This design comes from an exercise in tuning for small area, a short achievable clock period and few clock cycles on the open sky130 flow, not from production work. At most, simulation tests tie the RTL to the original design; equivalence was not proved. Power is estimated from default activity; no workload was simulated.

==> module fifo_axi, before the edit <==
module fifo_axi #(
    parameter DATA_WIDTH = 32,   
    parameter ADDR_WIDTH = 4     
)(
    input  wire                  clk,
    input  wire                  rst_n,
    input  wire [DATA_WIDTH-1:0] din,       
    input  wire                  hold,      
    input  wire                  push,      
    output reg                   full,
    output wire [DATA_WIDTH-1:0] dout,      
    input  wire                  pop,
    output reg                   empty
);
  localparam DEPTH = (1 << ADDR_WIDTH);
  reg [DATA_WIDTH-1:0] fifo_mem [0:DEPTH-1];
  reg [DEPTH-1:0] tail;    
  reg [DEPTH-1:0] head;    
  wire do_push = push && !full;
  wire do_pop  = pop && !empty;
  wire [DEPTH-1:0] tail_nxt = {tail[DEPTH-2:0], tail[DEPTH-1]};
  wire [DEPTH-1:0] head_nxt = {head[DEPTH-2:0], head[DEPTH-1]};
  wire one_left = |(head_nxt & tail);
  wire one_free = |(tail_nxt & head);
  reg [DATA_WIDTH-1:0] rd_or;
  integer i;
  always @(*) begin
    rd_or = {DATA_WIDTH{1'b0}};
    for (i = 0; i < DEPTH; i = i + 1)
      rd_or = rd_or | ({DATA_WIDTH{head[i]}} & fifo_mem[i]);
  end
  assign dout = rd_or;
  genvar g;
  generate
    for (g = 0; g < DEPTH; g = g + 1) begin : g_row
      always @(posedge clk) begin
        if (tail[g] && !hold && !full)
          fifo_mem[g] <= din;
      end
    end
  endgenerate
  always @(posedge clk) begin
    if (!rst_n) begin
      tail  <= {{(DEPTH-1){1'b0}}, 1'b1};
      head  <= {{(DEPTH-1){1'b0}}, 1'b1};
      full  <= 1'b0;
      empty <= 1'b1;
    end else begin
      if (do_push) tail <= tail_nxt;
      if (do_pop)  head <= head_nxt;
      if (do_push && !do_pop) begin
        empty <= 1'b0;
        full  <= one_free;
      end else if (do_pop && !do_push) begin
        full  <= 1'b0;
        empty <= one_left;
      end
    end
  end
endmodule
==> module axi_pcie_fifo_accel, before the edit <==
module axi_pcie_fifo_accel #(
    parameter DATA_WIDTH  = 32,
    parameter ADDR_WIDTH  = 4,
    parameter ADDR_LSB    = 2       
)(
    input  wire         s_axi_aclk,
    input  wire         s_axi_aresetn,
    input  wire [31:0]  s_axi_awaddr,
    input  wire         s_axi_awvalid,
    output reg          s_axi_awready,
    input  wire [31:0]  s_axi_wdata,
    input  wire [3:0]   s_axi_wstrb,
    input  wire         s_axi_wvalid,
    output reg          s_axi_wready,
    output wire [1:0]   s_axi_bresp,
    output reg          s_axi_bvalid,
    input  wire         s_axi_bready,
    input  wire [31:0]  s_axi_araddr,
    input  wire         s_axi_arvalid,
    output reg          s_axi_arready,
    output reg  [31:0]  s_axi_rdata,
    output wire [1:0]   s_axi_rresp,
    output reg          s_axi_rvalid,
    input  wire         s_axi_rready
);
  assign s_axi_bresp = 2'b00;
  assign s_axi_rresp = 2'b00;
  wire fifo_full;
  wire fifo_empty;
  wire [DATA_WIDTH-1:0] fifo_dout;
  reg aw_pend;      
  reg aw_push;      
  reg w_pend;       
  reg b_two;        
  wire aw_hs   = s_axi_awvalid && s_axi_awready;
  wire w_hs    = s_axi_wvalid && s_axi_wready;
  wire aw_have = aw_hs || aw_pend;
  wire w_have  = w_hs || w_pend;
  wire wr_done = aw_have && w_have;
  wire is_push = aw_hs ? (s_axi_awaddr[ADDR_LSB+1:ADDR_LSB] == 2'b00) : aw_push;
  wire b_hs    = s_axi_bvalid && s_axi_bready;
  wire aw_pend_n = aw_have && !w_have;
  wire w_pend_n  = w_have && !aw_have;
  wire b_one_n   = wr_done || (s_axi_bvalid && !b_hs) || b_two;
  wire b_two_n   = wr_done ? (s_axi_bvalid && !b_hs) || b_two : (b_two && !b_hs);
  always @(posedge s_axi_aclk) begin
    if (!s_axi_aresetn) begin
      aw_pend       <= 1'b0;
      w_pend        <= 1'b0;
      b_two         <= 1'b0;
      s_axi_bvalid  <= 1'b0;
      s_axi_awready <= 1'b1;
      s_axi_wready  <= 1'b1;
    end else begin
      aw_pend       <= aw_pend_n;
      w_pend        <= w_pend_n;
      s_axi_bvalid  <= b_one_n;
      b_two         <= b_two_n;
      s_axi_awready <= !aw_pend_n && !b_two_n;
      s_axi_wready  <= !w_pend_n && !b_two_n;
    end
  end
  always @(posedge s_axi_aclk) begin
    if (aw_hs) aw_push <= is_push;
  end
  reg       skid_v;    
  reg [1:0] skid_t;
  wire ar_hs  = s_axi_arvalid && s_axi_arready;
  wire r_free = !s_axi_rvalid || s_axi_rready;
  wire r_load = r_free && (skid_v || ar_hs);
  wire [1:0] r_t = skid_v ? skid_t : s_axi_araddr[ADDR_LSB+1:ADDR_LSB];
  wire t_pop  = (r_t == 2'b01);
  wire t_stat = (r_t == 2'b10);
  wire fifo_pop = r_load && t_pop;
  wire skid_v_n = skid_v ? !r_free : (ar_hs && !r_free);
  always @(posedge s_axi_aclk) begin
    if (!s_axi_aresetn) begin
      s_axi_rvalid  <= 1'b0;
      s_axi_arready <= 1'b1;
      skid_v        <= 1'b0;
    end else begin
      s_axi_rvalid  <= r_load || !r_free;
      s_axi_arready <= !skid_v_n;
      skid_v        <= skid_v_n;
    end
  end
  always @(posedge s_axi_aclk) begin
    if (ar_hs) skid_t <= s_axi_araddr[ADDR_LSB+1:ADDR_LSB];
  end
  wire sel_head = t_pop && !fifo_empty;
  wire sel_dead = t_pop && fifo_empty;
  wire [31:0] r_val = ({32{sel_head}} & fifo_dout)
                    | ({32{sel_dead}} & 32'hDEAD_DEAD)
                    | {30'd0, t_stat && fifo_full, t_stat && fifo_empty};
  always @(posedge s_axi_aclk) begin
    if (r_load) s_axi_rdata <= r_val;
  end
  fifo_axi #(
      .DATA_WIDTH(DATA_WIDTH),
      .ADDR_WIDTH(ADDR_WIDTH)
  ) fifo_inst (
      .clk(s_axi_aclk),
      .rst_n(s_axi_aresetn),
      .din(s_axi_wdata),
      .hold(w_pend),
      .push(wr_done && is_push),
      .full(fifo_full),
      .dout(fifo_dout),
      .pop(fifo_pop),
      .empty(fifo_empty)
  );
endmodule
==> flow/config.mk <==
export PLATFORM = sky130hd
export DESIGN_NAME = accelerator_mod
export DESIGN_NICKNAME = accelerator_mod
export VERILOG_FILES = /design/flow/design.v
export SDC_FILE = /design/flow/constraint.sdc
export NUM_CORES = 4
export LEC_CHECK = 0
export CAP_MARGIN = 20
export CORE_MARGIN = 2
export CORE_UTILIZATION = 40
export CTS_CLUSTER_DIAMETER = 80
export CTS_CLUSTER_SIZE = 30
export PLACE_DENSITY = 0.6
export SETUP_SLACK_MARGIN = 0.8
export SLEW_MARGIN = 20
==> flow/constraint.sdc <==
create_clock -name core_clock -period 2.8 [get_ports {pcie_clk}]
set_input_delay 0.5600 -clock core_clock [delete_from_list [all_inputs] [get_ports {pcie_clk}]]
set_output_delay 0.5600 -clock core_clock [all_outputs]
set_load 0.01 [all_outputs]
run.sh (not shown) runs the stock make flow with config.mk's settings and CLKGATE_MAP_FILE= SYNTH_SCRIPT=/design/flow/synth_recipe.tcl, a recipe that flattens the netlist after the stock synthesis.
The starting point finished with timing, DRC and antenna clean.
Testbench counts at the start, summed over its fixed seeds: cycles 5,881.
Edit:
--- a/flow/design.v
+++ b/flow/design.v
@@ -2,55 +2,43 @@
     parameter DATA_WIDTH = 32,   
     parameter ADDR_WIDTH = 4     
 )(
     input  wire                  clk,
     input  wire                  rst_n,
     input  wire [DATA_WIDTH-1:0] din,       
-    input  wire                  hold,      
+    input  wire                  wr_stage,  
     input  wire                  push,      
     output reg                   full,
     output wire [DATA_WIDTH-1:0] dout,      
     input  wire                  pop,
     output reg                   empty
 );
   localparam DEPTH = (1 << ADDR_WIDTH);
   reg [DATA_WIDTH-1:0] fifo_mem [0:DEPTH-1];
-  reg [DEPTH-1:0] tail;    
-  reg [DEPTH-1:0] head;    
+  reg [ADDR_WIDTH-1:0] wr_ptr;
+  reg [ADDR_WIDTH-1:0] rd_ptr;
   wire do_push = push && !full;
   wire do_pop  = pop && !empty;
-  wire [DEPTH-1:0] tail_nxt = {tail[DEPTH-2:0], tail[DEPTH-1]};
-  wire [DEPTH-1:0] head_nxt = {head[DEPTH-2:0], head[DEPTH-1]};
-  wire one_left = |(head_nxt & tail);
-  wire one_free = |(tail_nxt & head);
-  reg [DATA_WIDTH-1:0] rd_or;
-  integer i;
-  always @(*) begin
-    rd_or = {DATA_WIDTH{1'b0}};
-    for (i = 0; i < DEPTH; i = i + 1)
-      rd_or = rd_or | ({DATA_WIDTH{head[i]}} & fifo_mem[i]);
-  end
-  assign dout = rd_or;
-  genvar g;
-  generate
-    for (g = 0; g < DEPTH; g = g + 1) begin : g_row
-      always @(posedge clk) begin
-        if (tail[g] && !hold && !full)
-          fifo_mem[g] <= din;
-      end
-    end
-  endgenerate
+  wire [ADDR_WIDTH-1:0] wr_nxt = wr_ptr + 1'b1;
+  wire [ADDR_WIDTH-1:0] rd_nxt = rd_ptr + 1'b1;
+  wire one_left  = (rd_nxt == wr_ptr);
+  wire one_free  = (wr_nxt == rd_ptr);
+  assign dout = fifo_mem[rd_ptr];
+  always @(posedge clk) begin
+    if (wr_stage && !full)
+      fifo_mem[wr_ptr] <= din;
+  end
   always @(posedge clk) begin
     if (!rst_n) begin
-      tail  <= {{(DEPTH-1){1'b0}}, 1'b1};
-      head  <= {{(DEPTH-1){1'b0}}, 1'b1};
-      full  <= 1'b0;
-      empty <= 1'b1;
+      wr_ptr <= 0;
+      rd_ptr <= 0;
+      full   <= 1'b0;
+      empty  <= 1'b1;
     end else begin
-      if (do_push) tail <= tail_nxt;
-      if (do_pop)  head <= head_nxt;
+      if (do_push) wr_ptr <= wr_nxt;
+      if (do_pop)  rd_ptr <= rd_nxt;
       if (do_push && !do_pop) begin
         empty <= 1'b0;
         full  <= one_free;
       end else if (do_pop && !do_push) begin
         full  <= 1'b0;
         empty <= one_left;
@@ -159,13 +147,13 @@
       .DATA_WIDTH(DATA_WIDTH),
       .ADDR_WIDTH(ADDR_WIDTH)
   ) fifo_inst (
       .clk(s_axi_aclk),
       .rst_n(s_axi_aresetn),
       .din(s_axi_wdata),
-      .hold(w_pend),
+      .wr_stage(!w_pend),
       .push(wr_done && is_push),
       .full(fifo_full),
       .dout(fifo_dout),
       .pop(fifo_pop),
       .empty(fifo_empty)
   );
Effect:
- The new run produced a clean layout
- worst setup slack improved by 0.010 ns
- core utilization increases by 0.92 points
- wire length decreases by about a fifth
- cell area increases by a few percent
- register-to-register slack hardly moves
- power decreases by a few percent
- clock-buffer cell count increases by 1
- combinational power increases by about a fifth
- hold slack got worse by 0.10 ns
Function not checked in the second run of this note: the RTL went through the layout flow alone.

* * *

== run A ==
accelerator_mod, a different RTL version from the one above (not shown whole).
For scale: about 590 flip-flops, roughly 150 I/O pins.
==> module fifo_axi, before the edit <==
module fifo_axi #(
    parameter DATA_WIDTH = 32,   
    parameter ADDR_WIDTH = 4     
)(
    input  wire                  clk,
    input  wire                  rst_n,
    input  wire [DATA_WIDTH-1:0] din,       
    input  wire                  hold,      
    input  wire                  push,      
    output reg                   full,
    output wire [DATA_WIDTH-1:0] dout,      
    input  wire                  pop,
    output reg                   empty
);
  localparam DEPTH = (1 << ADDR_WIDTH);
  reg [DATA_WIDTH-1:0] fifo_mem [0:DEPTH-1];
  reg [DEPTH-1:0] tail;    
  reg [DEPTH-1:0] head;    
  wire do_push = push && !full;
  wire do_pop  = pop && !empty;
  wire [DEPTH-1:0] tail_nxt = {tail[DEPTH-2:0], tail[DEPTH-1]};
  wire [DEPTH-1:0] head_nxt = {head[DEPTH-2:0], head[DEPTH-1]};
  wire one_left = |(head_nxt & tail);
  wire one_free = |(tail_nxt & head);
  reg [DATA_WIDTH-1:0] rd_or;
  integer i;
  always @(*) begin
    rd_or = {DATA_WIDTH{1'b0}};
    for (i = 0; i < DEPTH; i = i + 1)
      rd_or = rd_or | ({DATA_WIDTH{head[i]}} & fifo_mem[i]);
  end
  assign dout = rd_or;
  genvar g;
  generate
    for (g = 0; g < DEPTH; g = g + 1) begin : g_row
      always @(posedge clk) begin
        if (tail[g] && !hold && !full)
          fifo_mem[g] <= din;
      end
    end
  endgenerate
  always @(posedge clk) begin
    if (!rst_n) begin
      tail  <= {{(DEPTH-1){1'b0}}, 1'b1};
      head  <= {{(DEPTH-1){1'b0}}, 1'b1};
      full  <= 1'b0;
      empty <= 1'b1;
    end else begin
      if (do_push) tail <= tail_nxt;
      if (do_pop)  head <= head_nxt;
      full  <= (full && !do_pop) || (do_push && !do_pop && one_free);
      empty <= (empty && !do_push) || (do_pop && !do_push && one_left);
    end
  end
endmodule
==> module axi_pcie_fifo_accel, before the edit <==
module axi_pcie_fifo_accel #(
    parameter DATA_WIDTH  = 32,
    parameter ADDR_WIDTH  = 4,
    parameter ADDR_LSB    = 2       
)(
    input  wire         s_axi_aclk,
    input  wire         s_axi_aresetn,
    input  wire [31:0]  s_axi_awaddr,
    input  wire         s_axi_awvalid,
    output reg          s_axi_awready,
    input  wire [31:0]  s_axi_wdata,
    input  wire [3:0]   s_axi_wstrb,
    input  wire         s_axi_wvalid,
    output reg          s_axi_wready,
    output wire [1:0]   s_axi_bresp,
    output reg          s_axi_bvalid,
    input  wire         s_axi_bready,
    input  wire [31:0]  s_axi_araddr,
    input  wire         s_axi_arvalid,
    output reg          s_axi_arready,
    output reg  [31:0]  s_axi_rdata,
    output wire [1:0]   s_axi_rresp,
    output reg          s_axi_rvalid,
    input  wire         s_axi_rready
);
  assign s_axi_bresp = 2'b00;
  assign s_axi_rresp = 2'b00;
  wire fifo_full;
  wire fifo_empty;
  wire [DATA_WIDTH-1:0] fifo_dout;
  reg aw_pend;      
  reg aw_push;      
  reg w_pend;       
  reg b_two;        
  wire aw_hs   = s_axi_awvalid && s_axi_awready;
  wire w_hs    = s_axi_wvalid && s_axi_wready;
  wire aw_have = aw_hs || aw_pend;
  wire w_have  = w_hs || w_pend;
  wire wr_done = aw_have && w_have;
  wire aw_is0  = (s_axi_awaddr[ADDR_LSB+1:ADDR_LSB] == 2'b00);
  wire push    = (aw_hs && aw_is0 && w_have) || (aw_pend && aw_push && w_hs);
  wire b_hs    = s_axi_bvalid && s_axi_bready;
  wire aw_pend_n = aw_have && !w_have;
  wire w_pend_n  = w_have && !aw_have;
  wire b_one_n   = wr_done || (s_axi_bvalid && !b_hs) || b_two;
  wire b_two_n   = wr_done ? (s_axi_bvalid && !b_hs) || b_two : (b_two && !b_hs);
  always @(posedge s_axi_aclk) begin
    if (!s_axi_aresetn) begin
      aw_pend       <= 1'b0;
      w_pend        <= 1'b0;
      b_two         <= 1'b0;
      s_axi_bvalid  <= 1'b0;
      s_axi_awready <= 1'b1;
      s_axi_wready  <= 1'b1;
    end else begin
      aw_pend       <= aw_pend_n;
      w_pend        <= w_pend_n;
      s_axi_bvalid  <= b_one_n;
      b_two         <= b_two_n;
      s_axi_awready <= !aw_pend_n && !b_two_n;
      s_axi_wready  <= !w_pend_n && !b_two_n;
    end
  end
  always @(posedge s_axi_aclk) begin
    if (aw_hs) aw_push <= aw_is0;
  end
  reg skid_v;      
  reg skid_pop;    
  reg skid_stat;   
  wire ar_hs  = s_axi_arvalid && s_axi_arready;
  wire ar_pop  = (s_axi_araddr[ADDR_LSB+1:ADDR_LSB] == 2'b01);
  wire ar_stat = (s_axi_araddr[ADDR_LSB+1:ADDR_LSB] == 2'b10);
  wire r_free = !s_axi_rvalid || s_axi_rready;
  wire r_load = r_free && (skid_v || ar_hs);
  wire t_pop  = skid_v ? skid_pop : ar_pop;
  wire t_stat = skid_v ? skid_stat : ar_stat;
  wire fifo_pop = r_free && (skid_v ? skid_pop : (ar_hs && ar_pop));
  wire skid_v_n = skid_v ? !r_free : (ar_hs && !r_free);
  always @(posedge s_axi_aclk) begin
    if (!s_axi_aresetn) begin
      s_axi_rvalid  <= 1'b0;
      s_axi_arready <= 1'b1;
      skid_v        <= 1'b0;
    end else begin
      s_axi_rvalid  <= r_load || !r_free;
      s_axi_arready <= !skid_v_n;
      skid_v        <= skid_v_n;
    end
  end
  always @(posedge s_axi_aclk) begin
    if (ar_hs) begin
      skid_pop  <= ar_pop;
      skid_stat <= ar_stat;
    end
  end
  wire sel_head = t_pop && !fifo_empty;
  wire sel_dead = t_pop && fifo_empty;
  wire [31:0] r_val = ({32{sel_head}} & fifo_dout)
                    | ({32{sel_dead}} & 32'hDEAD_DEAD)
                    | {30'd0, t_stat && fifo_full, t_stat && fifo_empty};
  always @(posedge s_axi_aclk) begin
    s_axi_rdata <= ({32{r_load}} & r_val) | ({32{!r_load}} & s_axi_rdata);
  end
  fifo_axi #(
      .DATA_WIDTH(DATA_WIDTH),
      .ADDR_WIDTH(ADDR_WIDTH)
  ) fifo_inst (
      .clk(s_axi_aclk),
      .rst_n(s_axi_aresetn),
      .din(s_axi_wdata),
      .hold(w_pend),
      .push(push),
      .full(fifo_full),
      .dout(fifo_dout),
      .pop(fifo_pop),
      .empty(fifo_empty)
  );
endmodule
==> flow/config.mk <==
export PLATFORM = sky130hd
export DESIGN_NAME = accelerator_mod
export DESIGN_NICKNAME = accelerator_mod
export VERILOG_FILES = /design/flow/design.v
export SDC_FILE = /design/flow/constraint.sdc
export NUM_CORES = 4
export LEC_CHECK = 0
export CAP_MARGIN = 20
export CORE_MARGIN = 2
export CORE_UTILIZATION = 40
export CTS_CLUSTER_DIAMETER = 80
export CTS_CLUSTER_SIZE = 30
export PLACE_DENSITY = 0.6
export SETUP_SLACK_MARGIN = 0.8
export SLEW_MARGIN = 20
export BUFFER_PORTS_ARGS = -buffer_cell sky130_fd_sc_hd__buf_2
==> flow/constraint.sdc <==
create_clock -name core_clock -period 2.8 [get_ports {pcie_clk}]
set_input_delay 0.5600 -clock core_clock [delete_from_list [all_inputs] [get_ports {pcie_clk}]]
set_output_delay 0.5600 -clock core_clock [all_outputs]
set_load 0.01 [all_outputs]
standard.sh (not shown) runs the stock make flow with config.mk's settings and CLKGATE_MAP_FILE= SYNTH_SCRIPT=/design/flow/synth_recipe.tcl, a recipe that flattens the netlist after the stock synthesis.
==> flow/flow/run.sh <==
#!/bin/bash
# Standard layout, with the port buffers made from plain buffers.
set -o pipefail
echo 'export BUFFER_PORTS_ARGS = -buffer_cell sky130_fd_sc_hd__buf_2' >> config.mk
bash standard.sh > standard.log 2>&1
What run B does differently from run A at the input level:
--- a/flow/design.v
+++ b/flow/design.v
@@ -49,6 +49,11 @@
       if (do_push) tail <= tail_nxt;
       if (do_pop)  head <= head_nxt;
-      full  <= (full && !do_pop) || (do_push && !do_pop && one_free);
-      empty <= (empty && !do_push) || (do_pop && !do_push && one_left);
+      if (do_push && !do_pop) begin
+        empty <= 1'b0;
+        full  <= one_free;
+      end else if (do_pop && !do_push) begin
+        full  <= 1'b0;
+        empty <= one_left;
+      end
     end
   end
@@ -93,6 +98,5 @@
   wire w_have  = w_hs || w_pend;
   wire wr_done = aw_have && w_have;
-  wire aw_is0  = (s_axi_awaddr[ADDR_LSB+1:ADDR_LSB] == 2'b00);
-  wire push    = (aw_hs && aw_is0 && w_have) || (aw_pend && aw_push && w_hs);
+  wire is_push = aw_hs ? (s_axi_awaddr[ADDR_LSB+1:ADDR_LSB] == 2'b00) : aw_push;
   wire b_hs    = s_axi_bvalid && s_axi_bready;
   wire aw_pend_n = aw_have && !w_have;
@@ -118,17 +122,15 @@
   end
   always @(posedge s_axi_aclk) begin
-    if (aw_hs) aw_push <= aw_is0;
-  end
-  reg skid_v;      
-  reg skid_pop;    
-  reg skid_stat;   
+    if (aw_hs) aw_push <= is_push;
+  end
+  reg       skid_v;    
+  reg [1:0] skid_t;
   wire ar_hs  = s_axi_arvalid && s_axi_arready;
-  wire ar_pop  = (s_axi_araddr[ADDR_LSB+1:ADDR_LSB] == 2'b01);
-  wire ar_stat = (s_axi_araddr[ADDR_LSB+1:ADDR_LSB] == 2'b10);
   wire r_free = !s_axi_rvalid || s_axi_rready;
   wire r_load = r_free && (skid_v || ar_hs);
-  wire t_pop  = skid_v ? skid_pop : ar_pop;
-  wire t_stat = skid_v ? skid_stat : ar_stat;
-  wire fifo_pop = r_free && (skid_v ? skid_pop : (ar_hs && ar_pop));
+  wire [1:0] r_t = skid_v ? skid_t : s_axi_araddr[ADDR_LSB+1:ADDR_LSB];
+  wire t_pop  = (r_t == 2'b01);
+  wire t_stat = (r_t == 2'b10);
+  wire fifo_pop = r_load && t_pop;
   wire skid_v_n = skid_v ? !r_free : (ar_hs && !r_free);
   always @(posedge s_axi_aclk) begin
@@ -144,8 +146,5 @@
   end
   always @(posedge s_axi_aclk) begin
-    if (ar_hs) begin
-      skid_pop  <= ar_pop;
-      skid_stat <= ar_stat;
-    end
+    if (ar_hs) skid_t <= s_axi_araddr[ADDR_LSB+1:ADDR_LSB];
   end
   wire sel_head = t_pop && !fifo_empty;
@@ -155,5 +154,5 @@
                     | {30'd0, t_stat && fifo_full, t_stat && fifo_empty};
   always @(posedge s_axi_aclk) begin
-    s_axi_rdata <= ({32{r_load}} & r_val) | ({32{!r_load}} & s_axi_rdata);
+    if (r_load) s_axi_rdata <= r_val;
   end
   fifo_axi #(
@@ -165,5 +164,5 @@
       .din(s_axi_wdata),
       .hold(w_pend),
-      .push(push),
+      .push(wr_done && is_push),
       .full(fifo_full),
       .dout(fifo_dout),
--- outcome ---
Summary: cell area after technology mapping, run B better than run A
Relative contribution of combinational cells to total power, run A and run B: higher on run A
[compare] base=run A new=run B: share of the cycle needed by the critical path after routing decreased by 0.27 points relative to the old numbers, placeable core area down 0.0011 mm2, maximum number of pins on one net before global-route repair decreased by 3 relative to the old numbers, data arrival time of the critical path saw a decrease, final non-filler cell total now smaller.
The number of search-and-repair iterations in the first detailed-routing pass of run B exceeds that of run A by 3.
Testbench counts of run B, summed over its fixed seeds: cycles 5,881.
Only the layout flow was run in run A; the RTL was not checked for function there.

separate check: timing with driven ports:
The results above use ideal ports. As a check the final layouts listed here were re-extracted and re-timed, cells and wires unchanged. Step 1: set_driving_cell puts a clkbuf_16 on pcie_clk and a buf_2 on each other input, an assumption about the parent block. Step 2 times the ports against the registers' clock, not the clock port: input delays grow and output delays shrink by t, the midpoint of the rising clock arrivals with the driver on. Three values: ideal, step 1, step 2; two values: the first two.
run	t (ns)	slack for setup (ns)	hold WS [ns]
the first run of note 1	0.643	0.806 / 0.790 / 0.239	0.323 / 0.292 / 0.517
the second run of note 1	0.645	0.817 / 0.809 / 0.226	0.222 / 0.200 / 0.526
run A	0.652	0.847 / 0.847 / 0.768	0.229 / 0.197 / 0.511
run B	0.644	0.854 / 0.854 / 0.487	0.171 / 0.138 / 0.522
After both steps every run listed still meets setup and hold. For the second run of note 1, which loses most, drivers alone change the setup slack by -0.008 ns; drivers and shift together by -0.591 ns.
